From an optimization exercise on the open Yosys and OpenROAD flow, aimed at small area and a short achievable clock period; shortcuts taken in it are not production practice. Only simulation tests tie the RTL to the original design; equivalence was not proved. Power figures rest on the tool's default switching activity, not on a simulated workload.

--- design/flow/config.mk ---
export PLATFORM = sky130hd
export DESIGN_NAME = lightHashDES
export DESIGN_NICKNAME = lightHashDES
export VERILOG_FILES = /design/flow/design.v
export SDC_FILE = /design/flow/constraint.sdc
export NUM_CORES = 4
export LEC_CHECK = 0
export CAP_MARGIN = 20
export CORE_MARGIN = 2
export CORE_UTILIZATION = 40
export SETUP_SLACK_MARGIN = 1.6
export SLEW_MARGIN = 20
export SYNTH_HIERARCHICAL = 1
--- design/flow/constraint.sdc ---
create_clock -name core_clock -period 3.3 [get_ports {clk}]
set_input_delay 0.6600 -clock core_clock [delete_from_list [all_inputs] [get_ports {clk}]]
set_output_delay 0.6600 -clock core_clock [all_outputs]
set_load 0.01 [all_outputs]
--- design/flow/design.v ---
module Sbox5 (
    input  [5:0] in,
    output reg [3:0] out
);
    reg [1:0] row;
    reg [3:0] column;
    always @(*) begin
        row = {in[5], in[0]};
        column = in[4:1];
        case (column)
            4'b0000 : case (row)
                        2'b00 :  out = 4'b0010;
                        2'b01 :  out = 4'b1110;
                        2'b10 :  out = 4'b0100;
                        2'b11 :  out = 4'b1011;
                     endcase
            4'b0001 : case (row)
                        2'b00 :  out = 4'b1100;
                        2'b01 :  out = 4'b1011;
                        2'b10 :  out = 4'b0010;
                        2'b11 :  out = 4'b1000;
                     endcase
            4'b0010 : case (row)
                        2'b00 :  out = 4'b0100;
                        2'b01 :  out = 4'b0010;
                        2'b10 :  out = 4'b0001;
                        2'b11 :  out = 4'b1100;
                     endcase
            4'b0011 : case (row)
                        2'b00 :  out = 4'b0001;
                        2'b01 :  out = 4'b1100;
                        2'b10 :  out = 4'b1011;
                        2'b11 :  out = 4'b0111;
                     endcase
            4'b0100 : case (row)
                        2'b00 :  out = 4'b0111;
                        2'b01 :  out = 4'b0100;
                        2'b10 :  out = 4'b1100;
                        2'b11 :  out = 4'b0001;
                     endcase
            4'b0101 : case (row)
                        2'b00 :  out = 4'b1010;
                        2'b01 :  out = 4'b0111;  
                        2'b10 :  out = 4'b1101;
                        2'b11 :  out = 4'b1110;
                     endcase
            4'b0110 : case (row)
                        2'b00 :  out = 4'b1011;
                        2'b01 :  out = 4'b1101;
                        2'b10 :  out = 4'b0111;
                        2'b11 :  out = 4'b0010;
                     endcase
            4'b0111 : case (row)
                        2'b00 :  out = 4'b0110;
                        2'b01 :  out = 4'b0001;
                        2'b10 :  out = 4'b1000;
                        2'b11 :  out = 4'b1101;
                     endcase
            4'b1000 : case (row)
                        2'b00 :  out = 4'b1000;
                        2'b01 :  out = 4'b0101;
                        2'b10 :  out = 4'b1111;
                        2'b11 :  out = 4'b0110;
                     endcase
            4'b1001 : case (row)
                        2'b00 :  out = 4'b0101;
                        2'b01 :  out = 4'b0000;
                        2'b10 :  out = 4'b1001;
                        2'b11 :  out = 4'b1111;
                     endcase
            4'b1010 : case (row)
                        2'b00 :  out = 4'b0011;
                        2'b01 :  out = 4'b1111;
                        2'b10 :  out = 4'b1100;
                        2'b11 :  out = 4'b0000;
                     endcase
            4'b1011 : case (row)
                        2'b00 :  out = 4'b1111;
                        2'b01 :  out = 4'b1100;
                        2'b10 :  out = 4'b0101;
                        2'b11 :  out = 4'b1001;
                     endcase
            4'b1100 : case (row)
                        2'b00 :  out = 4'b1101;
                        2'b01 :  out = 4'b0011;
                        2'b10 :  out = 4'b0110;
                        2'b11 :  out = 4'b1100;
                     endcase
            4'b1101 : case (row)
                        2'b00 :  out = 4'b0000;
                        2'b01 :  out = 4'b1001;
                        2'b10 :  out = 4'b0011;
                        2'b11 :  out = 4'b0100;
                     endcase
            4'b1110 : case (row)
                        2'b00 :  out = 4'b1110;
                        2'b01 :  out = 4'b1000;
                        2'b10 :  out = 4'b0000;
                        2'b11 :  out = 4'b0101;
                     endcase
            4'b1111 : case (row)
                        2'b00 :  out = 4'b1001;
                        2'b01 :  out = 4'b0110;
                        2'b10 :  out = 4'b1110;
                        2'b11 :  out = 4'b0011;
                     endcase
            default: out = 4'h0;
        endcase
    end
endmodule
module Round (
    input  [3:0]  s_box_out,
    input  [31:0] h_in,
    output reg [31:0] h_out
);
    reg [3:0] h_in_n [0:7];
    reg [3:0] h_out_n [0:7];
    integer i;
    reg [3:0] temp;
    reg [1:0] rot;  
    always @(*) begin
        h_in_n[7] = h_in[31:28];
        h_in_n[6] = h_in[27:24];
        h_in_n[5] = h_in[23:20];
        h_in_n[4] = h_in[19:16];
        h_in_n[3] = h_in[15:12];
        h_in_n[2] = h_in[11:8];
        h_in_n[1] = h_in[7:4];
        h_in_n[0] = h_in[3:0];
        for (i = 0; i < 8; i = i + 1) begin
            temp = h_in_n[(i + 2) % 8] ^ s_box_out;
            rot = (i/2);  
            if (rot == 0)
                h_out_n[i] = temp & 4'hF;
            else
                h_out_n[i] = ( ((temp << rot) | (temp >> (4 - rot))) & 4'hF );
        end
        h_out = {h_out_n[7], h_out_n[6], h_out_n[5], h_out_n[4],
                 h_out_n[3], h_out_n[2], h_out_n[1], h_out_n[0]};
    end
endmodule
module HashIteration (
    input  [7:0] M,
    output reg   a,
    output reg   b,
    output reg   c       
);
    wire [5:0] x = {M[5], M[7] ^ M[2], M[3], M[0], M[4] ^ M[1], M[6]};
    always @(*) begin
        case (x)
            6'd0 : {a, b, c} = 3'b011;
            6'd1 : {a, b, c} = 3'b101;
            6'd2 : {a, b, c} = 3'b110;
            6'd3 : {a, b, c} = 3'b101;
            6'd4 : {a, b, c} = 3'b101;
            6'd5 : {a, b, c} = 3'b011;
            6'd6 : {a, b, c} = 3'b101;
            6'd7 : {a, b, c} = 3'b110;
            6'd8 : {a, b, c} = 3'b011;
            6'd9 : {a, b, c} = 3'b101;
            6'd10: {a, b, c} = 3'b000;
            6'd11: {a, b, c} = 3'b011;
            6'd12: {a, b, c} = 3'b101;
            6'd13: {a, b, c} = 3'b011;
            6'd14: {a, b, c} = 3'b110;
            6'd15: {a, b, c} = 3'b101;
            6'd16: {a, b, c} = 3'b011;
            6'd17: {a, b, c} = 3'b000;
            6'd18: {a, b, c} = 3'b000;
            6'd19: {a, b, c} = 3'b000;
            6'd20: {a, b, c} = 3'b110;
            6'd21: {a, b, c} = 3'b000;
            6'd22: {a, b, c} = 3'b000;
            6'd23: {a, b, c} = 3'b110;
            6'd24: {a, b, c} = 3'b011;
            6'd25: {a, b, c} = 3'b110;
            6'd26: {a, b, c} = 3'b000;
            6'd27: {a, b, c} = 3'b110;
            6'd28: {a, b, c} = 3'b101;
            6'd29: {a, b, c} = 3'b011;
            6'd30: {a, b, c} = 3'b110;
            6'd31: {a, b, c} = 3'b110;
            6'd32: {a, b, c} = 3'b101;
            6'd33: {a, b, c} = 3'b101;
            6'd34: {a, b, c} = 3'b011;
            6'd35: {a, b, c} = 3'b011;
            6'd36: {a, b, c} = 3'b101;
            6'd37: {a, b, c} = 3'b110;
            6'd38: {a, b, c} = 3'b101;
            6'd39: {a, b, c} = 3'b011;
            6'd40: {a, b, c} = 3'b110;
            6'd41: {a, b, c} = 3'b101;
            6'd42: {a, b, c} = 3'b011;
            6'd43: {a, b, c} = 3'b101;
            6'd44: {a, b, c} = 3'b011;
            6'd45: {a, b, c} = 3'b011;
            6'd46: {a, b, c} = 3'b011;
            6'd47: {a, b, c} = 3'b011;
            6'd48: {a, b, c} = 3'b000;
            6'd49: {a, b, c} = 3'b110;
            6'd50: {a, b, c} = 3'b110;
            6'd51: {a, b, c} = 3'b000;
            6'd52: {a, b, c} = 3'b110;
            6'd53: {a, b, c} = 3'b000;
            6'd54: {a, b, c} = 3'b000;
            6'd55: {a, b, c} = 3'b110;
            6'd56: {a, b, c} = 3'b110;
            6'd57: {a, b, c} = 3'b110;
            6'd58: {a, b, c} = 3'b110;
            6'd59: {a, b, c} = 3'b101;
            6'd60: {a, b, c} = 3'b000;
            6'd61: {a, b, c} = 3'b000;
            6'd62: {a, b, c} = 3'b101;
            6'd63: {a, b, c} = 3'b110;
            default: {a, b, c} = 3'b000;
        endcase
    end
endmodule
module cz_inv  (input a, output y);       assign y = ~a;           endmodule
module cz_nor2 (input a, b, output y);    assign y = ~(a | b);     endmodule
module cz_nand2(input a, b, output y);    assign y = ~(a & b);     endmodule
module cz_nor3 (input a, b, c, output y); assign y = ~(a | b | c); endmodule
module cz_bit0(input c, l, s, output d);    assign d = s ? l : ~c;        endmodule
module cz_bitp(input c, t, l, s, output d); assign d = s ? l : (c ^ t);   endmodule
module cz_bitn(input c, t, l, s, output d); assign d = s ? l : ~(c ^ t);  endmodule   
module lightHashDES(
    input              clk,
    input              M_valid,
    input              rst_n,
    input      [7:0]   M,
    input     [63:0]   input_length,
    output reg         hash_ready,
    output     [31:0]  digest
);
    reg        busy;
    reg [63:0] counter;
    reg        a_t, b_t, c_t;  
    reg  [6:0] f;              
    wire [63:0] counter_d;
    wire start = !busy && M_valid;
    wire z1;
    wire z2;
    wire z3;
    wire z4;
    wire z5;
    wire z6;
    wire z7;
    wire z8;
    wire z9;
    wire z10;
    wire z11;
    wire z12;
    wire z13;
    wire z14;
    wire z15;
    wire z16;
    wire z17;
    wire z18;
    wire z19;
    wire z20;
    wire z21;
    wire z22;
    wire z23;
    wire z24;
    wire z25;
    wire z26;
    wire z27;
    wire z28;
    wire z29;
    wire z30;
    wire z31;
    wire z32;
    wire z33;
    wire z34;
    wire z35;
    wire z36;
    wire z37;
    wire z38;
    wire z39;
    wire z40;
    wire z41;
    wire z42;
    wire z43;
    wire z44;
    wire z45;
    wire z46;
    wire z47;
    wire z48;
    wire z49;
    wire z50;
    wire z51;
    wire z52;
    wire z53;
    wire z54;
    wire z55;
    wire z56;
    wire z57;
    wire z58;
    wire z59;
    wire z60;
    wire z61;
    wire z62;
    wire z63;
    wire zi64;
    wire z65;
    wire z66;
    wire z67;
    wire z68;
    wire z69;
    wire z70;
    wire z71;
    wire z72;
    wire z73;
    wire z74;
    wire z75;
    wire z76;
    wire z77;
    wire z78;
    wire z79;
    wire zi80;
    wire z81;
    wire z82;
    wire z83;
    wire z84;
    wire z85;
    wire z86;
    wire z87;
    wire z88;
    wire z89;
    wire z90;
    wire z91;
    wire z92;
    wire z93;
    wire zi94;
    wire z95;
    wire zi96;
    wire z97;
    wire z98;
    wire z99;
    wire z100;
    wire z101;
    wire z102;
    wire zi103;
    wire z104;
    wire zg105;
    wire zi106;
    wire z107;
    wire zi108;
    wire z109;
    wire z110;
    wire zg111;
    wire z112;
    wire z113;
    wire zi114;
    wire z115;
    wire zg116;
    wire zi117;
    wire z118;
    wire z119;
    wire zi120;
    wire z121;
    wire zg122;
    wire zi123;
    wire z124;
    wire zi125;
    wire z126;
    wire z127;
    wire zg128;
    wire z129;
    wire zi130;
    wire z131;
    wire z132;
    wire zg133;
    wire z134;
    wire zi135;
    wire z136;
    wire z137;
    wire zg138;
    wire z139;
    wire zi140;
    wire z141;
    wire z142;
    wire zg143;
    wire z144;
    wire z145;
    wire zi146;
    wire z147;
    wire zg148;
    wire zi149;
    wire z150;
    wire z151;
    wire zi152;
    wire z153;
    wire zg154;
    wire zi155;
    wire z156;
    wire z157;
    wire zi158;
    wire z159;
    wire zg160;
    wire zi161;
    wire z162;
    wire z163;
    wire zi164;
    wire z165;
    wire zg166;
    wire zi167;
    wire z168;
    wire z169;
    wire zi170;
    wire z171;
    wire zg172;
    wire zi173;
    wire z174;
    wire z175;
    wire zi176;
    wire z177;
    wire zg178;
    wire zi179;
    wire z180;
    wire z181;
    wire zi182;
    wire z183;
    wire zg184;
    wire zi185;
    wire z186;
    wire zg187;
    wire z188;
    wire z189;
    wire z190;
    wire z191;
    wire z192;
    wire z193;
    wire z194;
    wire z195;
    wire z196;
    wire z197;
    wire zi198;
    wire z199;
    wire z200;
    wire z201;
    wire z202;
    cz_nor2  u_z1 (.a(counter[0]), .b(counter[1]), .y(z1));
    cz_nor2  u_z2 (.a(counter[2]), .b(counter[3]), .y(z2));
    cz_nor2  u_z3 (.a(counter[4]), .b(counter[5]), .y(z3));
    cz_nor2  u_z4 (.a(counter[6]), .b(counter[7]), .y(z4));
    cz_nor2  u_z5 (.a(counter[8]), .b(counter[9]), .y(z5));
    cz_nor2  u_z6 (.a(counter[10]), .b(counter[11]), .y(z6));
    cz_nor2  u_z7 (.a(counter[12]), .b(counter[13]), .y(z7));
    cz_nor2  u_z8 (.a(counter[14]), .b(counter[15]), .y(z8));
    cz_nor2  u_z9 (.a(counter[16]), .b(counter[17]), .y(z9));
    cz_nor2  u_z10 (.a(counter[18]), .b(counter[19]), .y(z10));
    cz_nor2  u_z11 (.a(counter[20]), .b(counter[21]), .y(z11));
    cz_nor2  u_z12 (.a(counter[22]), .b(counter[23]), .y(z12));
    cz_nor2  u_z13 (.a(counter[24]), .b(counter[25]), .y(z13));
    cz_nor2  u_z14 (.a(counter[26]), .b(counter[27]), .y(z14));
    cz_nor2  u_z15 (.a(counter[28]), .b(counter[29]), .y(z15));
    cz_nor2  u_z16 (.a(counter[30]), .b(counter[31]), .y(z16));
    cz_nor2  u_z17 (.a(counter[32]), .b(counter[33]), .y(z17));
    cz_nor2  u_z18 (.a(counter[34]), .b(counter[35]), .y(z18));
    cz_nor2  u_z19 (.a(counter[36]), .b(counter[37]), .y(z19));
    cz_nor2  u_z20 (.a(counter[38]), .b(counter[39]), .y(z20));
    cz_nor2  u_z21 (.a(counter[40]), .b(counter[41]), .y(z21));
    cz_nor2  u_z22 (.a(counter[42]), .b(counter[43]), .y(z22));
    cz_nor2  u_z23 (.a(counter[44]), .b(counter[45]), .y(z23));
    cz_nor2  u_z24 (.a(counter[46]), .b(counter[47]), .y(z24));
    cz_nor2  u_z25 (.a(counter[48]), .b(counter[49]), .y(z25));
    cz_nor2  u_z26 (.a(counter[50]), .b(counter[51]), .y(z26));
    cz_nor2  u_z27 (.a(counter[52]), .b(counter[53]), .y(z27));
    cz_nor2  u_z28 (.a(counter[54]), .b(counter[55]), .y(z28));
    cz_nor2  u_z29 (.a(counter[56]), .b(counter[57]), .y(z29));
    cz_nor2  u_z30 (.a(counter[58]), .b(counter[59]), .y(z30));
    cz_nor2  u_z31 (.a(counter[60]), .b(counter[61]), .y(z31));
    cz_nor2  u_z32 (.a(counter[62]), .b(counter[63]), .y(z32));
    cz_nand2 u_z33 (.a(z1), .b(z2), .y(z33));
    cz_nand2 u_z34 (.a(z3), .b(z4), .y(z34));
    cz_nand2 u_z35 (.a(z5), .b(z6), .y(z35));
    cz_nand2 u_z36 (.a(z7), .b(z8), .y(z36));
    cz_nand2 u_z37 (.a(z9), .b(z10), .y(z37));
    cz_nand2 u_z38 (.a(z11), .b(z12), .y(z38));
    cz_nand2 u_z39 (.a(z13), .b(z14), .y(z39));
    cz_nand2 u_z40 (.a(z15), .b(z16), .y(z40));
    cz_nand2 u_z41 (.a(z17), .b(z18), .y(z41));
    cz_nand2 u_z42 (.a(z19), .b(z20), .y(z42));
    cz_nand2 u_z43 (.a(z21), .b(z22), .y(z43));
    cz_nand2 u_z44 (.a(z23), .b(z24), .y(z44));
    cz_nand2 u_z45 (.a(z25), .b(z26), .y(z45));
    cz_nand2 u_z46 (.a(z27), .b(z28), .y(z46));
    cz_nand2 u_z47 (.a(z29), .b(z30), .y(z47));
    cz_nand2 u_z48 (.a(z31), .b(z32), .y(z48));
    cz_nor2  u_z49 (.a(z34), .b(z33), .y(z49));
    cz_nor2  u_z50 (.a(z35), .b(z34), .y(z50));
    cz_nor2  u_z51 (.a(z36), .b(z35), .y(z51));
    cz_nor2  u_z52 (.a(z37), .b(z36), .y(z52));
    cz_nor2  u_z53 (.a(z38), .b(z37), .y(z53));
    cz_nor2  u_z54 (.a(z39), .b(z38), .y(z54));
    cz_nor2  u_z55 (.a(z40), .b(z39), .y(z55));
    cz_nor2  u_z56 (.a(z41), .b(z40), .y(z56));
    cz_nor2  u_z57 (.a(z42), .b(z41), .y(z57));
    cz_nor2  u_z58 (.a(z43), .b(z42), .y(z58));
    cz_nor2  u_z59 (.a(z44), .b(z43), .y(z59));
    cz_nor2  u_z60 (.a(z45), .b(z44), .y(z60));
    cz_nor2  u_z61 (.a(z46), .b(z45), .y(z61));
    cz_nor2  u_z62 (.a(z47), .b(z46), .y(z62));
    cz_nor2  u_z63 (.a(z48), .b(z47), .y(z63));
    cz_inv   u_zi64 (.a(z33), .y(zi64));
    cz_nand2 u_z65 (.a(z50), .b(zi64), .y(z65));
    cz_nand2 u_z66 (.a(z51), .b(z49), .y(z66));
    cz_nand2 u_z67 (.a(z52), .b(z50), .y(z67));
    cz_nand2 u_z68 (.a(z53), .b(z51), .y(z68));
    cz_nand2 u_z69 (.a(z54), .b(z52), .y(z69));
    cz_nand2 u_z70 (.a(z55), .b(z53), .y(z70));
    cz_nand2 u_z71 (.a(z56), .b(z54), .y(z71));
    cz_nand2 u_z72 (.a(z57), .b(z55), .y(z72));
    cz_nand2 u_z73 (.a(z58), .b(z56), .y(z73));
    cz_nand2 u_z74 (.a(z59), .b(z57), .y(z74));
    cz_nand2 u_z75 (.a(z60), .b(z58), .y(z75));
    cz_nand2 u_z76 (.a(z61), .b(z59), .y(z76));
    cz_nand2 u_z77 (.a(z62), .b(z60), .y(z77));
    cz_nand2 u_z78 (.a(z63), .b(z61), .y(z78));
    cz_nor2  u_z79 (.a(z67), .b(z33), .y(z79));
    cz_inv   u_zi80 (.a(z49), .y(zi80));
    cz_nor2  u_z81 (.a(z68), .b(zi80), .y(z81));
    cz_nor2  u_z82 (.a(z69), .b(z65), .y(z82));
    cz_nor2  u_z83 (.a(z70), .b(z66), .y(z83));
    cz_nor2  u_z84 (.a(z71), .b(z67), .y(z84));
    cz_nor2  u_z85 (.a(z72), .b(z68), .y(z85));
    cz_nor2  u_z86 (.a(z73), .b(z69), .y(z86));
    cz_nor2  u_z87 (.a(z74), .b(z70), .y(z87));
    cz_nor2  u_z88 (.a(z75), .b(z71), .y(z88));
    cz_nor2  u_z89 (.a(z76), .b(z72), .y(z89));
    cz_nor2  u_z90 (.a(z77), .b(z73), .y(z90));
    cz_nor2  u_z91 (.a(z78), .b(z74), .y(z91));
    cz_nand2 u_z92 (.a(z84), .b(zi64), .y(z92));
    cz_nand2 u_z93 (.a(z85), .b(z49), .y(z93));
    cz_inv   u_zi94 (.a(z65), .y(zi94));
    cz_nand2 u_z95 (.a(z86), .b(zi94), .y(z95));
    cz_inv   u_zi96 (.a(z66), .y(zi96));
    cz_nand2 u_z97 (.a(z87), .b(zi96), .y(z97));
    cz_nand2 u_z98 (.a(z88), .b(z79), .y(z98));
    cz_nand2 u_z99 (.a(z89), .b(z81), .y(z99));
    cz_nand2 u_z100 (.a(z90), .b(z82), .y(z100));
    cz_nand2 u_z101 (.a(z91), .b(z83), .y(z101));
    cz_nor2  u_z102 (.a(z33), .b(counter[4]), .y(z102));
    cz_inv   u_zi103 (.a(z3), .y(zi103));
    cz_nor2  u_z104 (.a(z33), .b(zi103), .y(z104));
    cz_nor3  u_zg105 (.a(counter[4]), .b(counter[5]), .c(counter[6]), .y(zg105));
    cz_inv   u_zi106 (.a(zg105), .y(zi106));
    cz_nor2  u_z107 (.a(z33), .b(zi106), .y(z107));
    cz_inv   u_zi108 (.a(counter[8]), .y(zi108));
    cz_nand2 u_z109 (.a(z49), .b(zi108), .y(z109));
    cz_nand2 u_z110 (.a(z49), .b(z5), .y(z110));
    cz_nor3  u_zg111 (.a(counter[8]), .b(counter[9]), .c(counter[10]), .y(zg111));
    cz_nand2 u_z112 (.a(z49), .b(zg111), .y(z112));
    cz_nor2  u_z113 (.a(z65), .b(counter[12]), .y(z113));
    cz_inv   u_zi114 (.a(z7), .y(zi114));
    cz_nor2  u_z115 (.a(z65), .b(zi114), .y(z115));
    cz_nor3  u_zg116 (.a(counter[12]), .b(counter[13]), .c(counter[14]), .y(zg116));
    cz_inv   u_zi117 (.a(zg116), .y(zi117));
    cz_nor2  u_z118 (.a(z65), .b(zi117), .y(z118));
    cz_nor2  u_z119 (.a(z66), .b(counter[16]), .y(z119));
    cz_inv   u_zi120 (.a(z9), .y(zi120));
    cz_nor2  u_z121 (.a(z66), .b(zi120), .y(z121));
    cz_nor3  u_zg122 (.a(counter[16]), .b(counter[17]), .c(counter[18]), .y(zg122));
    cz_inv   u_zi123 (.a(zg122), .y(zi123));
    cz_nor2  u_z124 (.a(z66), .b(zi123), .y(z124));
    cz_inv   u_zi125 (.a(counter[20]), .y(zi125));
    cz_nand2 u_z126 (.a(z79), .b(zi125), .y(z126));
    cz_nand2 u_z127 (.a(z79), .b(z11), .y(z127));
    cz_nor3  u_zg128 (.a(counter[20]), .b(counter[21]), .c(counter[22]), .y(zg128));
    cz_nand2 u_z129 (.a(z79), .b(zg128), .y(z129));
    cz_inv   u_zi130 (.a(counter[24]), .y(zi130));
    cz_nand2 u_z131 (.a(z81), .b(zi130), .y(z131));
    cz_nand2 u_z132 (.a(z81), .b(z13), .y(z132));
    cz_nor3  u_zg133 (.a(counter[24]), .b(counter[25]), .c(counter[26]), .y(zg133));
    cz_nand2 u_z134 (.a(z81), .b(zg133), .y(z134));
    cz_inv   u_zi135 (.a(counter[28]), .y(zi135));
    cz_nand2 u_z136 (.a(z82), .b(zi135), .y(z136));
    cz_nand2 u_z137 (.a(z82), .b(z15), .y(z137));
    cz_nor3  u_zg138 (.a(counter[28]), .b(counter[29]), .c(counter[30]), .y(zg138));
    cz_nand2 u_z139 (.a(z82), .b(zg138), .y(z139));
    cz_inv   u_zi140 (.a(counter[32]), .y(zi140));
    cz_nand2 u_z141 (.a(z83), .b(zi140), .y(z141));
    cz_nand2 u_z142 (.a(z83), .b(z17), .y(z142));
    cz_nor3  u_zg143 (.a(counter[32]), .b(counter[33]), .c(counter[34]), .y(zg143));
    cz_nand2 u_z144 (.a(z83), .b(zg143), .y(z144));
    cz_nor2  u_z145 (.a(z92), .b(counter[36]), .y(z145));
    cz_inv   u_zi146 (.a(z19), .y(zi146));
    cz_nor2  u_z147 (.a(z92), .b(zi146), .y(z147));
    cz_nor3  u_zg148 (.a(counter[36]), .b(counter[37]), .c(counter[38]), .y(zg148));
    cz_inv   u_zi149 (.a(zg148), .y(zi149));
    cz_nor2  u_z150 (.a(z92), .b(zi149), .y(z150));
    cz_nor2  u_z151 (.a(z93), .b(counter[40]), .y(z151));
    cz_inv   u_zi152 (.a(z21), .y(zi152));
    cz_nor2  u_z153 (.a(z93), .b(zi152), .y(z153));
    cz_nor3  u_zg154 (.a(counter[40]), .b(counter[41]), .c(counter[42]), .y(zg154));
    cz_inv   u_zi155 (.a(zg154), .y(zi155));
    cz_nor2  u_z156 (.a(z93), .b(zi155), .y(z156));
    cz_nor2  u_z157 (.a(z95), .b(counter[44]), .y(z157));
    cz_inv   u_zi158 (.a(z23), .y(zi158));
    cz_nor2  u_z159 (.a(z95), .b(zi158), .y(z159));
    cz_nor3  u_zg160 (.a(counter[44]), .b(counter[45]), .c(counter[46]), .y(zg160));
    cz_inv   u_zi161 (.a(zg160), .y(zi161));
    cz_nor2  u_z162 (.a(z95), .b(zi161), .y(z162));
    cz_nor2  u_z163 (.a(z97), .b(counter[48]), .y(z163));
    cz_inv   u_zi164 (.a(z25), .y(zi164));
    cz_nor2  u_z165 (.a(z97), .b(zi164), .y(z165));
    cz_nor3  u_zg166 (.a(counter[48]), .b(counter[49]), .c(counter[50]), .y(zg166));
    cz_inv   u_zi167 (.a(zg166), .y(zi167));
    cz_nor2  u_z168 (.a(z97), .b(zi167), .y(z168));
    cz_nor2  u_z169 (.a(z98), .b(counter[52]), .y(z169));
    cz_inv   u_zi170 (.a(z27), .y(zi170));
    cz_nor2  u_z171 (.a(z98), .b(zi170), .y(z171));
    cz_nor3  u_zg172 (.a(counter[52]), .b(counter[53]), .c(counter[54]), .y(zg172));
    cz_inv   u_zi173 (.a(zg172), .y(zi173));
    cz_nor2  u_z174 (.a(z98), .b(zi173), .y(z174));
    cz_nor2  u_z175 (.a(z99), .b(counter[56]), .y(z175));
    cz_inv   u_zi176 (.a(z29), .y(zi176));
    cz_nor2  u_z177 (.a(z99), .b(zi176), .y(z177));
    cz_nor3  u_zg178 (.a(counter[56]), .b(counter[57]), .c(counter[58]), .y(zg178));
    cz_inv   u_zi179 (.a(zg178), .y(zi179));
    cz_nor2  u_z180 (.a(z99), .b(zi179), .y(z180));
    cz_nor2  u_z181 (.a(z100), .b(counter[60]), .y(z181));
    cz_inv   u_zi182 (.a(z31), .y(zi182));
    cz_nor2  u_z183 (.a(z100), .b(zi182), .y(z183));
    cz_nor3  u_zg184 (.a(counter[60]), .b(counter[61]), .c(counter[62]), .y(zg184));
    cz_inv   u_zi185 (.a(zg184), .y(zi185));
    cz_nor2  u_z186 (.a(z100), .b(zi185), .y(z186));
    cz_nor3  u_zg187 (.a(counter[0]), .b(counter[1]), .c(counter[2]), .y(zg187));
    cz_nor2  u_z188 (.a(z34), .b(z35), .y(z188));
    cz_nor2  u_z189 (.a(z36), .b(z37), .y(z189));
    cz_nor2  u_z190 (.a(z38), .b(z39), .y(z190));
    cz_nor2  u_z191 (.a(z40), .b(z41), .y(z191));
    cz_nor2  u_z192 (.a(z42), .b(z43), .y(z192));
    cz_nor2  u_z193 (.a(z44), .b(z45), .y(z193));
    cz_nor2  u_z194 (.a(z46), .b(z47), .y(z194));
    cz_nand2 u_z195 (.a(z188), .b(z189), .y(z195));
    cz_nand2 u_z196 (.a(z190), .b(z191), .y(z196));
    cz_nand2 u_z197 (.a(z192), .b(z193), .y(z197));
    cz_inv   u_zi198 (.a(z48), .y(zi198));
    cz_nand2 u_z199 (.a(z194), .b(zi198), .y(z199));
    cz_nor2  u_z200 (.a(z195), .b(z196), .y(z200));
    cz_nor2  u_z201 (.a(z197), .b(z199), .y(z201));
    cz_nand2 u_z202 (.a(z200), .b(z201), .y(z202));
    cz_bit0 u_b0 (.c(counter[0]), .l(input_length[0]), .s(start), .d(counter_d[0]));
    cz_bitn u_b1 (.c(counter[1]), .t(counter[0]), .l(input_length[1]), .s(start), .d(counter_d[1]));
    cz_bitp u_b2 (.c(counter[2]), .t(z1), .l(input_length[2]), .s(start), .d(counter_d[2]));
    cz_bitp u_b3 (.c(counter[3]), .t(zg187), .l(input_length[3]), .s(start), .d(counter_d[3]));
    cz_bitn u_b4 (.c(counter[4]), .t(z33), .l(input_length[4]), .s(start), .d(counter_d[4]));
    cz_bitp u_b5 (.c(counter[5]), .t(z102), .l(input_length[5]), .s(start), .d(counter_d[5]));
    cz_bitp u_b6 (.c(counter[6]), .t(z104), .l(input_length[6]), .s(start), .d(counter_d[6]));
    cz_bitp u_b7 (.c(counter[7]), .t(z107), .l(input_length[7]), .s(start), .d(counter_d[7]));
    cz_bitp u_b8 (.c(counter[8]), .t(z49), .l(input_length[8]), .s(start), .d(counter_d[8]));
    cz_bitn u_b9 (.c(counter[9]), .t(z109), .l(input_length[9]), .s(start), .d(counter_d[9]));
    cz_bitn u_b10 (.c(counter[10]), .t(z110), .l(input_length[10]), .s(start), .d(counter_d[10]));
    cz_bitn u_b11 (.c(counter[11]), .t(z112), .l(input_length[11]), .s(start), .d(counter_d[11]));
    cz_bitn u_b12 (.c(counter[12]), .t(z65), .l(input_length[12]), .s(start), .d(counter_d[12]));
    cz_bitp u_b13 (.c(counter[13]), .t(z113), .l(input_length[13]), .s(start), .d(counter_d[13]));
    cz_bitp u_b14 (.c(counter[14]), .t(z115), .l(input_length[14]), .s(start), .d(counter_d[14]));
    cz_bitp u_b15 (.c(counter[15]), .t(z118), .l(input_length[15]), .s(start), .d(counter_d[15]));
    cz_bitn u_b16 (.c(counter[16]), .t(z66), .l(input_length[16]), .s(start), .d(counter_d[16]));
    cz_bitp u_b17 (.c(counter[17]), .t(z119), .l(input_length[17]), .s(start), .d(counter_d[17]));
    cz_bitp u_b18 (.c(counter[18]), .t(z121), .l(input_length[18]), .s(start), .d(counter_d[18]));
    cz_bitp u_b19 (.c(counter[19]), .t(z124), .l(input_length[19]), .s(start), .d(counter_d[19]));
    cz_bitp u_b20 (.c(counter[20]), .t(z79), .l(input_length[20]), .s(start), .d(counter_d[20]));
    cz_bitn u_b21 (.c(counter[21]), .t(z126), .l(input_length[21]), .s(start), .d(counter_d[21]));
    cz_bitn u_b22 (.c(counter[22]), .t(z127), .l(input_length[22]), .s(start), .d(counter_d[22]));
    cz_bitn u_b23 (.c(counter[23]), .t(z129), .l(input_length[23]), .s(start), .d(counter_d[23]));
    cz_bitp u_b24 (.c(counter[24]), .t(z81), .l(input_length[24]), .s(start), .d(counter_d[24]));
    cz_bitn u_b25 (.c(counter[25]), .t(z131), .l(input_length[25]), .s(start), .d(counter_d[25]));
    cz_bitn u_b26 (.c(counter[26]), .t(z132), .l(input_length[26]), .s(start), .d(counter_d[26]));
    cz_bitn u_b27 (.c(counter[27]), .t(z134), .l(input_length[27]), .s(start), .d(counter_d[27]));
    cz_bitp u_b28 (.c(counter[28]), .t(z82), .l(input_length[28]), .s(start), .d(counter_d[28]));
    cz_bitn u_b29 (.c(counter[29]), .t(z136), .l(input_length[29]), .s(start), .d(counter_d[29]));
    cz_bitn u_b30 (.c(counter[30]), .t(z137), .l(input_length[30]), .s(start), .d(counter_d[30]));
    cz_bitn u_b31 (.c(counter[31]), .t(z139), .l(input_length[31]), .s(start), .d(counter_d[31]));
    cz_bitp u_b32 (.c(counter[32]), .t(z83), .l(input_length[32]), .s(start), .d(counter_d[32]));
    cz_bitn u_b33 (.c(counter[33]), .t(z141), .l(input_length[33]), .s(start), .d(counter_d[33]));
    cz_bitn u_b34 (.c(counter[34]), .t(z142), .l(input_length[34]), .s(start), .d(counter_d[34]));
    cz_bitn u_b35 (.c(counter[35]), .t(z144), .l(input_length[35]), .s(start), .d(counter_d[35]));
    cz_bitn u_b36 (.c(counter[36]), .t(z92), .l(input_length[36]), .s(start), .d(counter_d[36]));
    cz_bitp u_b37 (.c(counter[37]), .t(z145), .l(input_length[37]), .s(start), .d(counter_d[37]));
    cz_bitp u_b38 (.c(counter[38]), .t(z147), .l(input_length[38]), .s(start), .d(counter_d[38]));
    cz_bitp u_b39 (.c(counter[39]), .t(z150), .l(input_length[39]), .s(start), .d(counter_d[39]));
    cz_bitn u_b40 (.c(counter[40]), .t(z93), .l(input_length[40]), .s(start), .d(counter_d[40]));
    cz_bitp u_b41 (.c(counter[41]), .t(z151), .l(input_length[41]), .s(start), .d(counter_d[41]));
    cz_bitp u_b42 (.c(counter[42]), .t(z153), .l(input_length[42]), .s(start), .d(counter_d[42]));
    cz_bitp u_b43 (.c(counter[43]), .t(z156), .l(input_length[43]), .s(start), .d(counter_d[43]));
    cz_bitn u_b44 (.c(counter[44]), .t(z95), .l(input_length[44]), .s(start), .d(counter_d[44]));
    cz_bitp u_b45 (.c(counter[45]), .t(z157), .l(input_length[45]), .s(start), .d(counter_d[45]));
    cz_bitp u_b46 (.c(counter[46]), .t(z159), .l(input_length[46]), .s(start), .d(counter_d[46]));
    cz_bitp u_b47 (.c(counter[47]), .t(z162), .l(input_length[47]), .s(start), .d(counter_d[47]));
    cz_bitn u_b48 (.c(counter[48]), .t(z97), .l(input_length[48]), .s(start), .d(counter_d[48]));
    cz_bitp u_b49 (.c(counter[49]), .t(z163), .l(input_length[49]), .s(start), .d(counter_d[49]));
    cz_bitp u_b50 (.c(counter[50]), .t(z165), .l(input_length[50]), .s(start), .d(counter_d[50]));
    cz_bitp u_b51 (.c(counter[51]), .t(z168), .l(input_length[51]), .s(start), .d(counter_d[51]));
    cz_bitn u_b52 (.c(counter[52]), .t(z98), .l(input_length[52]), .s(start), .d(counter_d[52]));
    cz_bitp u_b53 (.c(counter[53]), .t(z169), .l(input_length[53]), .s(start), .d(counter_d[53]));
    cz_bitp u_b54 (.c(counter[54]), .t(z171), .l(input_length[54]), .s(start), .d(counter_d[54]));
    cz_bitp u_b55 (.c(counter[55]), .t(z174), .l(input_length[55]), .s(start), .d(counter_d[55]));
    cz_bitn u_b56 (.c(counter[56]), .t(z99), .l(input_length[56]), .s(start), .d(counter_d[56]));
    cz_bitp u_b57 (.c(counter[57]), .t(z175), .l(input_length[57]), .s(start), .d(counter_d[57]));
    cz_bitp u_b58 (.c(counter[58]), .t(z177), .l(input_length[58]), .s(start), .d(counter_d[58]));
    cz_bitp u_b59 (.c(counter[59]), .t(z180), .l(input_length[59]), .s(start), .d(counter_d[59]));
    cz_bitn u_b60 (.c(counter[60]), .t(z100), .l(input_length[60]), .s(start), .d(counter_d[60]));
    cz_bitp u_b61 (.c(counter[61]), .t(z181), .l(input_length[61]), .s(start), .d(counter_d[61]));
    cz_bitp u_b62 (.c(counter[62]), .t(z183), .l(input_length[62]), .s(start), .d(counter_d[62]));
    cz_bitp u_b63 (.c(counter[63]), .t(z186), .l(input_length[63]), .s(start), .d(counter_d[63]));
    wire one = counter[0] & ~counter[1] & z2 & ~z202;    
    wire a_m, b_m, c_m;
    HashIteration main (.M(M), .a(a_m), .b(b_m), .c(c_m));
    always @(posedge clk or negedge rst_n) begin
        if (!rst_n) begin
            busy       <= 1'b0;
            hash_ready <= 1'b0;
        end else begin
            hash_ready <= busy & one;
            busy       <= busy ? !one : M_valid;
        end
    end
    localparam [6:0] C0 = 7'b111_0111;
    localparam [6:0] CP = 7'b011_1001;
    localparam [6:0] CA = 7'b100_1011;
    localparam [6:0] CB = 7'b001_0111;
    localparam [6:0] CC = CA & CB;            
    localparam [6:0] OA = CA & ~CB;           
    localparam [6:0] OB = CB & ~CA;           
    always @(posedge clk) begin
        counter <= counter_d;
        a_t     <= a_m;
        b_t     <= b_m;
        c_t     <= c_m;
        f       <= start ? C0 : f ^ CP ^ (OA & {7{a_t}}) ^ (OB & {7{b_t}}) ^ (CC & {7{c_t}});
    end
    assign digest = {
        f[2],  f[6],  f[2],  f[6],  ~f[4], f[3],  f[4],  ~f[3],   
        f[5],  f[5],  ~f[5], ~f[5], ~f[5], 1'b0,  f[5],  1'b0,    
        ~f[3], ~f[4], f[3],  f[4],  ~f[3], f[2],  f[3],  f[2],    
        ~f[1], f[0],  ~f[1], ~f[0], f[1],  ~f[0], f[1],  f[0]     
    };
endmodule
--- design/flow/flow/run.sh ---
#!/bin/bash
cp standard.sh standard.sh.txt
export BUFFER_PORTS_ARGS="-buffer_cell sky130_fd_sc_hd__buf_1"
bash standard.sh > standard.log 2>&1
--- design/flow/standard.sh ---
#!/bin/bash
# synth_recipe.tcl (not shown) runs the flow's synth.tcl, then flattens the netlist and writes it again
# the make line also repeats each setting of config.mk as NAME=value (left out here)
make -C /OpenROAD-flow-scripts/flow DESIGN_CONFIG=/design/flow/config.mk WORK_HOME=/design/flow/orfs CLKGATE_MAP_FILE= SYNTH_SCRIPT=/design/flow/synth_recipe.tcl "${@:-finish}"
==> results of run 1 <==
-- flip-flops by register name (all words and copies together), names as in the netlist --
name / count
hash_ready: 1
a_t: 1
f: 7
c_t: 1
busy: 1
counter: 64
b_t: 1
-- per-module statistics from Yosys, one instance, submodules excluded --
module         copies in the design  cells  area, µm²
cz_inv                           30      1       3.75
cz_bit0                           1      2       8.76
lightHashDES                      1    121       1830
cz_bitp                          37      3       17.5
cz_nor3                          16      1       10.0
cz_nand2                         56      1       3.75
HashIteration                     1     57        378
cz_nor2                          96      1       3.75
cz_bitn                          26      3       17.5
-- layer usage --
layer	track usage (%)	share of wire (%)
met2	25.1	45
met3	2.64	4.3
met5	0	0
met1	20.6	49
met4	7.80	1.8
-- power groups by stage --
| stage | logic [W] | clock network [W] | registers, W |
|---|---|---|---|
| after floorplan | 0.000629 | 0 | 0.00136 |
| after global placement | 0.000712 | 0 | 0.00137 |
| after detailed placement | 0.000725 | 0 | 0.00138 |
| after CTS | 0.000750 | 0.000748 | 0.00136 |
| after global routing | 0.000875 | 0.000774 | 0.00141 |
| final | 0.000773 | 0.000720 | 0.00138 |
-- stage by stage --
step | setup slack, ns | util, % | cell area (µm²) | total power, W
after floorplan | 0.956 | - | 4180 | 0.00199
after global placement | 1.15 | 44.8 | 4590 | 0.00208
after detailed placement | 1.06 | 44.8 | 4590 | 0.00210
after CTS | 1.60 | 47.5 | 4860 | 0.00286
after global routing | 1.55 | 49.1 | 5030 | 0.00306
final | 1.69 | 49.1 | 5030 | 0.00287
-- worst paths after layout --
| path | startpoint | to | slack (ns) | cells past startpoint |
|---|---|---|---|---|
| max in group asynchronous | rst_n | busy | 3.11 | 1 |
| setup reg to reg | counter[5] | counter[61] | 1.69 | 9 |
| setup / recovery | M[1] | b_t | 1.69 | 6 |
| min in group core_clock | f[5] | f[5] | 0.43 | 1 |
| hold reg to reg | f[5] | f[5] | 0.43 | 1 |
| hold / removal | rst_n | hash_ready | 0.07 | 1 |
-- logic make-up after synthesis --
kind of cell / Yosys count / share of synthesized area, %
compound gates: 91 / 12.3
simple gates: 260 / 26.7
fa+ha+maj: 1 / 0.301
xor+xnor: 73 / 16.0
other cells: 1 / 0.0901
buf+inv: 65 / 7.82
flops: 76 / 36.8
-- critical path, stage by stage --
cell,delay [ns]
sky130_fd_sc_hd__buf_2,0.15
sky130_fd_sc_hd__xnor2_2,0.35
sky130_fd_sc_hd__o22ai_1,0.16
sky130_fd_sc_hd__a2111oi_2,0.23
sky130_fd_sc_hd__o31ai_1,0.13
sky130_fd_sc_hd__a21boi_2,0.17
-- synthesized netlist by cell type (all sizes together) --
| cell type | n | share of area [%] |
|---|---|---|
| nand2 | 133 | 12 |
| nor2 | 101 | 9.1 |
| dfxtp | 74 | 36 |
| o21ai | 67 | 8.1 |
| xnor2 | 42 | 8.8 |
| inv | 40 | 3.6 |
| xor2 | 30 | 6.5 |
| buf | 23 | 4.0 |
| nor3 | 17 | 4.0 |
| a21oi | 8 | 0.96 |
| nand3 | 3 | 0.36 |
| a211oi | 2 | 0.36 |
| and3 | 2 | 0.30 |
| clkbuf | 2 | 0.18 |
| dfrtp | 2 | 1.2 |
| o211ai | 2 | 0.36 |
| o31ai | 2 | 0.36 |
| a2111oi | 1 | 0.36 |
| a21boi | 1 | 0.27 |
| a221o | 1 | 0.24 |
| a311oi | 1 | 0.21 |
| a31oi | 1 | 0.15 |
| a32oi | 1 | 0.21 |
| and2 | 1 | 0.15 |
| and4bb | 1 | 0.30 |
| conb | 1 | 0.090 |
| ha | 1 | 0.30 |
| nand2b | 1 | 0.33 |
| nand4 | 1 | 0.15 |
| o2111ai | 1 | 0.21 |
| o221ai | 1 | 0.21 |
| o22ai | 1 | 0.15 |
| o32ai | 1 | 0.21 |
| xor3 | 1 | 0.66 |
-- final cells by class --
class	count	area share, %
clock buffer	15	3.31
inverter	40	3.06
sequential	76	30.5
tap	136	3.38
clock inverter	1	0.597
multi-input combinational	427	49.6
timing repair buffer	114	9.51
-- what timing repair did --
item | CTS | global route
setup buffers | 2 | 4
cloned | 0 | 0
resized for setup | 21 | 49
pin swaps | 2 | 7
setup endpoints to repair | 48 | 42
hold buffers | 0 | 0
==> flow_summary_export.csv, run 1 <==
group,metric,value,unit
final_layout,fin_cells,809,
cts,path_clk_slew,0.07,ns
logic_synthesis,post_synth_instance_area,4160,µm²
drt,detailedRoute.firstPassIterationCount,4,
run_status,run_status,"complete, no violations",
global_route,groute.usage.overall,15.7,%
power_and_ir_drop,clock_power_share,25.1,%
logic_synthesis,postSynthAreaPerCell,7.34,µm²
sta,report.final.slew_viol_count,0,
cts,cts-buffers-inserted,9,
final_layout,filler_cell_count,1064,
logic_synthesis,syn-instance-count,567,
global_route,number_of_antenna_violations_at_the_first_check_in_global_routing,0,
place,io_buffers,105,
global_route,grt_overflow,0,
logic_synthesis,sequential_to_total_area_share_from_yosys_stat,36.8,%
cts,clk_latency,0.35,ns
sta,fmax,0.620,GHz
global_route,first_global_vias,3295,
floorplan,chipHeight,106,µm
global_route,first_pass_grt_wire_length,14500,µm
run,cap_violations,0,
cts,cts_max_path_bufs,2,
worst_setup_path,start_kind,"primary input",
final_layout,layout.cells.most_common,"sky130_fd_sc_hd__nand2_1",
sta,fin_hold_ws,0.0734,ns
sta,setup_total_negative_slack,0,ns
drt,drt_drc_violations_left,0,
sta,tcrit_tclk_final,48.9,%
power_and_ir_drop,total_leakage_power,1.72,nW
power_and_ir_drop,power_switching_share,34.2,%
logic_synthesis,synth.distinct_cells,38,
worst_hold_path,hold_class,"primary input to async pin",
sta,setup-violations-final,0,
final_layout,seqCellArea,1530,µm²
logic_synthesis,yosys_warnings,8,
power_and_ir_drop,internal-power,0.00189,W
floorplan,num_io_pins,108,
sta,relative_slew_margins,57.3,%
worst_setup_path,critical_path_arrival,1.85,ns
sta,final_worst_path_period_need,1.61,ns
worst_setup_path,cp.required,3.54,ns
floorplan,full_die_area,11200,µm²
drt,detail-route-antenna-nets,0,
global_route,grt_max_degree,97,
floorplan,row_count,37,
final_layout,area_occupied_by_multi_input_gates,2490,µm²
final_layout,most_frequent_cells_in_the_layout,"sky130_fd_sc_hd__nand2_1 (114), sky130_fd_sc_hd__buf_1 (100), sky130_fd_sc_hd__dfxtp_1 (72)",
sta,post_route_clock_skew,0.00490,ns
worst_setup_path,worst_setup_path_end_kind,"register",
drt,detailroute.via_count,3688,
cts,clock_tree.root_cell,"sky130_fd_sc_hd__clkbuf_8",
place,hpwlAfterDp,6340,µm
floorplan,core_region_area,10200,µm²
final_layout,num-nets-final,744,
sta,worstMarginPinSlew,0.641,ns
floorplan,initial_core_util,40.7,%
place,dpl.cell_count,787,
power_and_ir_drop,pwr-share-seq,48.0,%
cts,cts.htree.levels,3,
place,gp_routability_congestion,0.756,
power_and_ir_drop,power.switching,0.000983,W
logic_synthesis,synthesis_stage_register_bit_count,76,
sta,grt_setup_unrepaired,"true",
power_and_ir_drop,comb_power_share,26.9,%
worst_setup_path,worstSetupPathType,"primary input to register",
floorplan,die-width,106,µm
cts,tritoncts_clock_tree,"done",
cts,cts.sinks,76,
sta,hold_viol_final,0,
power_and_ir_drop,powerDensity,571,nW/µm²
final_layout,layout-drive-gt1-share,14.9,%
drt,finalWirelength,8830,µm
drt,dr.first_iter.drc_count,112,
final_layout,syn2layout_area_growth,20.8,%
final_layout,antenna_cells,0,
worst_setup_path,worstPathMaxFanout,7,
drt,drt-vias-per-instance,4.56,
power_and_ir_drop,vdd.ir_drop.worst,0.000220,V
drt,drt-wirelength-per-cell,10.9,µm
==> inputs of run 2 (changes only) <==
--- a/design/flow/config.mk
+++ b/design/flow/config.mk
@@ -10,2 +10,4 @@
 export CORE_UTILIZATION = 40
+export CTS_CLUSTER_DIAMETER = 100
+export CTS_CLUSTER_SIZE = 30
 export SETUP_SLACK_MARGIN = 1.6
==> run 2 against run 1 <==
Net effect:
- worst hold slack unchanged
- largest power group unchanged
- largest cell class unchanged
- still clean
- combinational power is essentially flat
- critical endpoint unchanged
- via count did not move
==> flow_summary_export.csv, run 2 <==
group,metric,value,unit
cts,path_clk_slew,0.07,ns
drt,detail-route-antenna-nets,0,
place,io_buffers,105,
final_layout,most_frequent_cells_in_the_layout,"sky130_fd_sc_hd__nand2_1 (114), sky130_fd_sc_hd__buf_1 (100), sky130_fd_sc_hd__dfxtp_1 (72)",
sta,relative_slew_margins,57.3,%
final_layout,layout.cells.most_common,"sky130_fd_sc_hd__nand2_1",
final_layout,top_register,"counter",
drt,met1_length,4290,µm
drt,detailedRoute.firstPassIterationCount,4,
cts,cts_max_path_bufs,2,
cts,cts.sinks,76,
worst_setup_path,critical_path.reg2reg.endpoint,"counter[61]",
logic_synthesis,syn-instance-count,567,
sta,post_route_clock_skew,0.00490,ns
floorplan,full_die_area,11200,µm²
place,hpwlAfterDp,6340,µm
logic_synthesis,yosys-top-cells-area,"sky130_fd_sc_hd__dfxtp_1 (36%), sky130_fd_sc_hd__nand2_1 (12%), sky130_fd_sc_hd__nor2_1 (9.1%)",
cts,cts.htree.levels,3,
floorplan,core_region_area,10200,µm²
global_route,groute.usage.overall,15.7,%
sta,tcrit_tclk_final,48.9,%
run,cap_violations,0,
power_and_ir_drop,powerDensity,571,nW/µm²
logic_synthesis,yosys_warnings,8,
sta,grt_setup_unrepaired,"true",
logic_synthesis,synth_flop_cell,"sky130_fd_sc_hd__dfxtp_1",
global_route,number_of_antenna_violations_at_the_first_check_in_global_routing,0,
worst_setup_path,critical_path_arrival,1.85,ns
logic_synthesis,edff_count_synth,0,
logic_synthesis,postSynthAreaPerCell,7.34,µm²
floorplan,die-width,106,µm
global_route,first_pass_grt_wire_length,14500,µm
floorplan,num_io_pins,108,
final_layout,reg.largest.list,"counter x64, f x7",
worst_hold_path,hold_class,"primary input to async pin",
final_layout,layout-drive-gt1-share,14.9,%
cts,clk_latency,0.35,ns
final_layout,num-nets-final,744,
worst_setup_path,worstPathMaxFanout,7,
power_and_ir_drop,total_leakage_power,1.72,nW
drt,finalWirelength,8830,µm
cts,post_cts_hold_buffer_count,0,
drt,drt-vias-per-instance,4.56,
final_layout,syn2layout_area_growth,20.8,%
logic_synthesis,netlist.top_cell.by_area,"sky130_fd_sc_hd__dfxtp_1",
logic_synthesis,post_synth_instance_area,4160,µm²
worst_setup_path,cp.required,3.54,ns
sta,report.final.slew_viol_count,0,
drt,detailroute.wirelength.met3,379,µm
logic_synthesis,synthArstFlopShare,2.63,%
worst_setup_path,worstSetupPathType,"primary input to register",
floorplan,chipHeight,106,µm
cts,tritoncts_clock_tree,"done",
logic_synthesis,post-synth-top-area-fraction,35.6,%
drt,detailroute.via_count,3688,
sta,worstMarginPinSlew,0.641,ns
place,gp_routability_congestion,0.756,
sta,setup-violations-final,0,
sta,final_critical_path_setup_slack,1.69,ns
final_layout,largest_register_ffs,64,
logic_synthesis,post-synth-top-count-cell,"sky130_fd_sc_hd__nand2_1",
drt,highest_layer,"met4",
global_route,first_global_vias,3295,
floorplan,row_count,37,
run_status,run_status,"complete, no violations",
drt,drt-wirelength-per-cell,10.9,µm
drt,met2WireLength,4000,µm
final_layout,antenna_cells,0,
worst_setup_path,worst_setup_path_end_kind,"register",
sta,setup_total_negative_slack,0,ns
worst_setup_path,start_kind,"primary input",
logic_synthesis,synthesis_stage_register_bit_count,76,
drt,drt_drc_violations_left,0,
logic_synthesis,synth.distinct_cells,38,
logic_synthesis,post_synth_most_frequent_cells,"sky130_fd_sc_hd__nand2_1 (133), sky130_fd_sc_hd__nor2_1 (101), sky130_fd_sc_hd__dfxtp_1 (74)",
logic_synthesis,sequential_to_total_area_share_from_yosys_stat,36.8,%
worst_setup_path,worst_setup_path_startpoint,"M[1]",
worst_setup_path,regToRegSetupSlack,1.69,ns
power_and_ir_drop,vdd.ir_drop.worst,0.000220,V
global_route,grt_max_degree,97,
global_route,grt_overflow,0,
worst_setup_path,reg2reg_depth,9,
place,pre_cts_slack,1.06,ns
worst_setup_path,regToRegStartpoint,"counter[5]",
drt,dr.first_iter.drc_count,112,
floorplan,initial_core_util,40.7,%
sta,hold_viol_final,0,
cts,cts-buffers-inserted,9,
cts,clock_tree.root_cell,"sky130_fd_sc_hd__clkbuf_8",
sta,final_worst_path_period_need,1.61,ns
sta,fmax,0.620,GHz
==> run 2: critical path, cell delays in order <==
cell	delay [ns]
sky130_fd_sc_hd__buf_2	0.15
sky130_fd_sc_hd__xnor2_2	0.35
sky130_fd_sc_hd__o22ai_1	0.16
sky130_fd_sc_hd__a2111oi_2	0.23
sky130_fd_sc_hd__o31ai_1	0.13
sky130_fd_sc_hd__a21boi_2	0.17
==> run 2: kinds of logic after synthesis <==
family | synth area share [%]
buffers and inverters | 7.82
adder cells (fa/ha/maj) | 0.301
flip-flops | 36.8
XOR/XNOR | 16.0
AO/OA/AOI/OAI | 12.3
AND/OR/NAND/NOR | 26.7
other | 0.0901
==> run 2: how the worst max path moves through the flow <==
stage,endpoint,slack (ns)
floorplan,counter[10],0.96
global placement,b_t,1.15
detailed placement,b_t,1.06
CTS,counter[42],1.60
global route,counter[50],1.55
finish,b_t,1.69
==> run 2: power by group <==
part	switching (W)	leakage, nW	internal (W)
Clock	0.000327	0.0979	0.000393
Sequential	0.000239	0.647	0.00114
Combinational	0.000417	0.977	0.000356
Total	0.000983	1.72	0.00189
==> run 2: per-module statistics from Yosys (local to each module, per instance) <==
module / copies in the design / flip-flops and latches / cells
cz_bitp: 37 / 0 / 3
cz_inv: 30 / 0 / 1
cz_nor2: 96 / 0 / 1
cz_nor3: 16 / 0 / 1
lightHashDES: 1 / 76 / 121
cz_bit0: 1 / 0 / 2
HashIteration: 1 / 0 / 57
cz_bitn: 26 / 0 / 3
cz_nand2: 56 / 0 / 1
==> run 2: area by class of cell <==
cell class                      count  area, µm²
Tap cell                          136        170
Sequential cell                    76       1530
Inverter                           40        154
Clock buffer                       15        166
Clock inverter                      1       30.0
Fill cell                        1064       5200
Timing Repair Buffer              114        478
Multi-Input combinational cell    427       2490
==> run 2: metal layers <==
metal	up-vias	GRT usage (%)
met2	70	25.1
met1	1616	20.6
met5	-	0
met4	0	7.80
met3	13	2.64
li1	1989	-
==> run 2: stage by stage <==
| step | hold slack, ns | power [W] | cell area (µm²) | std cells | util (%) |
|---|---|---|---|---|---|
| after floorplan | 0.364 | 0.00199 | 4180 | 568 | - |
| after global placement | 0.403 | 0.00208 | 4590 | 787 | 44.8 |
| after detailed placement | 0.409 | 0.00210 | 4590 | 787 | 44.8 |
| after CTS | 0.0613 | 0.00286 | 4860 | 805 | 47.5 |
| after global routing | 0.0708 | 0.00306 | 5030 | 809 | 49.1 |
| final | 0.0734 | 0.00287 | 5030 | 809 | 49.1 |
==> run 2: timing repair <==
action / 4_1_cts / 5_1_grt
pin swaps: 2 / 7
buffers inserted: 2 / 4
gates resized for setup: 21 / 49
setup endpoints to repair: 48 / 42
==> inputs of run 3 (changes only) <==
==> design/flow/flow/run.sh (replaced) <==
#!/bin/bash
cp standard.sh standard.sh.txt
export BUFFER_PORTS_ARGS="-buffer_cell sky130_fd_sc_hd__buf_1"
export CTS_CLUSTER_SIZE=30 CTS_CLUSTER_DIAMETER=100
bash standard.sh > standard.log 2>&1
--- a/design/flow/config.mk
+++ b/design/flow/config.mk
@@ -10,4 +10,2 @@
 export CORE_UTILIZATION = 40
-export CTS_CLUSTER_DIAMETER = 100
-export CTS_CLUSTER_SIZE = 30
 export SETUP_SLACK_MARGIN = 1.6
==> run 3 against run 2 <==
Net effect:
- die area unchanged
- synthesized cell count did not move
- global-route usage unchanged
- register-to-register slack about the same
- largest power group unchanged
- synthesized area is the same
- setup slack stayed put
- power unchanged
- routed wire length unchanged
- still clean
- final cell count unchanged
==> flow_summary_export.csv, run 3 <==
group,metric,value,unit
logic_synthesis,edff_count_synth,0,
logic_synthesis,synthesized_area_fraction_occupied_by_ao_oa_aoi_and_oai_cells,12.3,%
final_layout,antenna_cells,0,
logic_synthesis,syn-instance-count,567,
logic_synthesis,post_synth_most_frequent_cells,"sky130_fd_sc_hd__nand2_1 (133), sky130_fd_sc_hd__nor2_1 (101), sky130_fd_sc_hd__dfxtp_1 (74)",
final_layout,largest_register_ffs,64,
cts,tritoncts_clock_tree,"done",
power_and_ir_drop,powerDensity,571,nW/µm²
worst_setup_path,cp.buffers_inverters,1,
final_layout,layout.cells.most_common,"sky130_fd_sc_hd__nand2_1",
final_layout,syn2layout_area_growth,20.8,%
global_route,grt_max_degree,97,
cts,clk_latency,0.35,ns
worst_setup_path,cp.required,3.54,ns
power_and_ir_drop,clock_power_share,25.1,%
floorplan,core_region_area,10200,µm²
logic_synthesis,yosys-top-cells-area,"sky130_fd_sc_hd__dfxtp_1 (36%), sky130_fd_sc_hd__nand2_1 (12%), sky130_fd_sc_hd__nor2_1 (9.1%)",
cts,cts.htree.levels,3,
drt,dr.first_iter.drc_count,112,
logic_synthesis,synth_xor_xnor_area_share,16.0,%
logic_synthesis,sequential_to_total_area_share_from_yosys_stat,36.8,%
run,cap_violations,0,
drt,detailroute.via_count,3688,
sta,setup-violations-final,0,
logic_synthesis,post_synth_instance_area,4160,µm²
logic_synthesis,post-synth-top-area-fraction,35.6,%
global_route,grt_overflow,0,
sta,relative_slew_margins,57.3,%
logic_synthesis,main_combinational_cell_family_by_area_after_synthesis,"simple AND/OR/NAND/NOR gates",
logic_synthesis,synthSimpleGateAreaFrac,26.7,%
logic_synthesis,synth_flop_cell,"sky130_fd_sc_hd__dfxtp_1",
worst_setup_path,worst_path_dominant_cell_family,"compound AO/OA/AOI/OAI gates",
cts,post_cts_hold_buffer_count,0,
logic_synthesis,area_share_of_fa_ha_maj_cells_after_synthesis,0.301,%
sta,setup_total_negative_slack,0,ns
final_layout,num-nets-final,744,
cts,clock_tree.root_cell,"sky130_fd_sc_hd__clkbuf_8",
worst_setup_path,worstPathMaxFanout,7,
drt,drt_drc_violations_left,0,
drt,detail-route-antenna-nets,0,
logic_synthesis,mux_cell_area_share_after_synthesis,0,%
logic_synthesis,post-synth-top-count-cell,"sky130_fd_sc_hd__nand2_1",
global_route,first_pass_grt_wire_length,14500,µm
final_layout,fin_cells,809,
final_layout,layout-drive-gt1-share,14.9,%
global_route,first_global_vias,3295,
logic_synthesis,netlist.top_cell.by_area,"sky130_fd_sc_hd__dfxtp_1",
cts,cts_max_path_bufs,2,
floorplan,initial_core_util,40.7,%
logic_synthesis,synthesis_stage_register_bit_count,76,
worst_setup_path,worst_setup_path_end_kind,"register",
sta,worstMarginPinSlew,0.641,ns
worst_setup_path,slowest_delay,0.35,ns
sta,fmax,0.620,GHz
drt,detailedRoute.firstPassIterationCount,4,
place,gp_routability_congestion,0.756,
logic_synthesis,synth.distinct_cells,38,
power_and_ir_drop,finalPower,0.00287,W
worst_setup_path,reg2reg_depth,9,
power_and_ir_drop,power.switching,0.000983,W
final_layout,top_register,"counter",
power_and_ir_drop,power_switching_share,34.2,%
worst_hold_path,hold_class,"primary input to async pin",
floorplan,chipHeight,106,µm
drt,finalWirelength,8830,µm
sta,grt_setup_unrepaired,"true",
worst_setup_path,start_kind,"primary input",
place,hpwlAfterDp,6340,µm
final_layout,reg.largest.list,"counter x64, f x7",
cts,path_clk_slew,0.07,ns
drt,drt-vias-per-instance,4.56,
sta,tcrit_tclk_final,48.9,%
global_route,groute.usage.overall,15.7,%
sta,final_worst_path_period_need,1.61,ns
floorplan,row_count,37,
power_and_ir_drop,vdd.ir_drop.worst,0.000220,V
worst_setup_path,slowest_stage,"sky130_fd_sc_hd__xnor2_2",
drt,drt-wirelength-per-cell,10.9,µm
power_and_ir_drop,total_leakage_power,1.72,nW
floorplan,full_die_area,11200,µm²
sta,post_route_clock_skew,0.00490,ns
logic_synthesis,yosys_warnings,8,
worst_setup_path,critical_path_arrival,1.85,ns
global_route,number_of_antenna_violations_at_the_first_check_in_global_routing,0,
logic_synthesis,postSynthAreaPerCell,7.34,µm²
worst_setup_path,worstSetupPathType,"primary input to register",
place,io_buffers,105,
floorplan,die-width,106,µm
floorplan,num_io_pins,108,
power_and_ir_drop,pwr-share-seq,48.0,%
run_status,run_status,"complete, no violations",
place,dpl.cell_count,787,
sta,hold_viol_final,0,
cts,cts.sinks,76,
logic_synthesis,synthArstFlopShare,2.63,%
worst_setup_path,worstSetupPathDepth,6,
sta,report.final.slew_viol_count,0,
power_and_ir_drop,comb_power_share,26.9,%
final_layout,most_frequent_cells_in_the_layout,"sky130_fd_sc_hd__nand2_1 (114), sky130_fd_sc_hd__buf_1 (100), sky130_fd_sc_hd__dfxtp_1 (72)",
cts,cts-buffers-inserted,9,
worst_setup_path,critical_path.cell_chain,"buf_2 -> xnor2_2 -> o22ai_1 -> a2111oi_2 -> o31ai_1 -> a21boi_2",
power_and_ir_drop,internal-power,0.00189,W
run 3: cell counts in the layout (fill, tap and decap cells not counted):
Identical to the previous run, type by type.
run 3: repair_timing:
item / 4_1_cts / 5_1_grt
hold endpoints to repair: 0 / 0
setup endpoints to repair: 48 / 42
buffers inserted: 2 / 4
resized for setup: 21 / 49
pin swaps: 2 / 7
run 3: routing by layer:
metal	wire length [µm]	part of all wire, %	global-route usage [%]	vias up
met5	0	0	0	-
met4	161	1.8	7.80	0
met3	379	4.3	2.64	13
met2	4000	45	25.1	70
met1	4290	49	20.6	1616
li1	-	-	-	1989
run 3: layout make-up:
| type | count | area (µm²) |
|---|---|---|
| inverters | 40 | 154 |
| flip-flops and latches | 76 | 1530 |
| fillers | 1064 | 5200 |
| clock inverters | 1 | 30.0 |
| repair buffers | 114 | 478 |
| clock buffers | 15 | 166 |
| well taps | 136 | 170 |
| multi-input cells | 427 | 2490 |
run 3: power by group through the flow:
stage	Combinational, W	Clock (W)	Sequential [W]
floorplan	0.000629	0	0.00136
global placement	0.000712	0	0.00137
detailed placement	0.000725	0	0.00138
CTS	0.000750	0.000748	0.00136
global route	0.000875	0.000774	0.00141
finish	0.000773	0.000720	0.00138
run 3: cells by family (layout without fill, tap and decap cells):
logic type / count (synthesis) / after routing
other cells: 1 / 2
xor+xnor: 73 / 73
compound gates: 91 / 91
buf+inv: 65 / 170
flops: 76 / 76
simple gates: 260 / 260
fa+ha+maj: 1 / 1
run 3: final timing paths:
| kind | slack, ns | start | endpoint |
|---|---|---|---|
| max | 1.69 | M[1] | b_t |
| min | 0.07 | rst_n | hash_ready |
| max reg2reg | 1.69 | counter[5] | counter[61] |
| min reg2reg | 0.43 | f[5] | f[5] |
| max in group asynchronous | 3.11 | rst_n | busy |
| min in group core_clock | 0.43 | f[5] | f[5] |
run 3: through the flow:
step | hold WS [ns] | worst slack (ns) | utilization, % | instance area (µm²)
final | 0.0734 | 1.69 | 49.1 | 5030
after global routing | 0.0708 | 1.55 | 49.1 | 5030
after CTS | 0.0613 | 1.60 | 47.5 | 4860
after detailed placement | 0.409 | 1.06 | 44.8 | 4590
after global placement | 0.403 | 1.15 | 44.8 | 4590
after floorplan | 0.364 | 0.956 | - | 4180
run 3: Yosys stat by module, one instance, submodules excluded, a selection:
module	cells	flip-flops and latches
lightHashDES	121	76
cz_nand2	1	0
cz_nor2	1	0
cz_bitp	3	0
cz_bit0	2	0
cz_inv	1	0
HashIteration	57	0
cz_nor3	1	0

[re-timing with driven ports]
In the flow no input, the clock included, has a driving cell. The finished layouts below were timed again as built, in two steps. Step 1: set_driving_cell puts a clkbuf_16 on clk and a buf_2 on each other input, an assumption about the parent block. Step 2 adds t to the input delays and takes it off the output delays; t is the mean of the earliest and latest rising clock arrival at the registers after step 1. Input paths then give back, and output paths get back, about the clock's delay inside the block. a / b / c = ideal / step 1 / step 2; a / b = the first two.
run | t, ns | setup slack, ns | hold WS [ns]
run 1 | 0.384 | 1.687 / 1.661 / 1.318 | 0.073 / 0.067 / 0.426
run 2 | 0.384 | 1.687 / 1.661 / 1.318 | 0.073 / 0.067 / 0.426
run 3 | 0.384 | 1.687 / 1.661 / 1.318 | 0.073 / 0.067 / 0.426
After both steps every run listed still meets setup and hold.
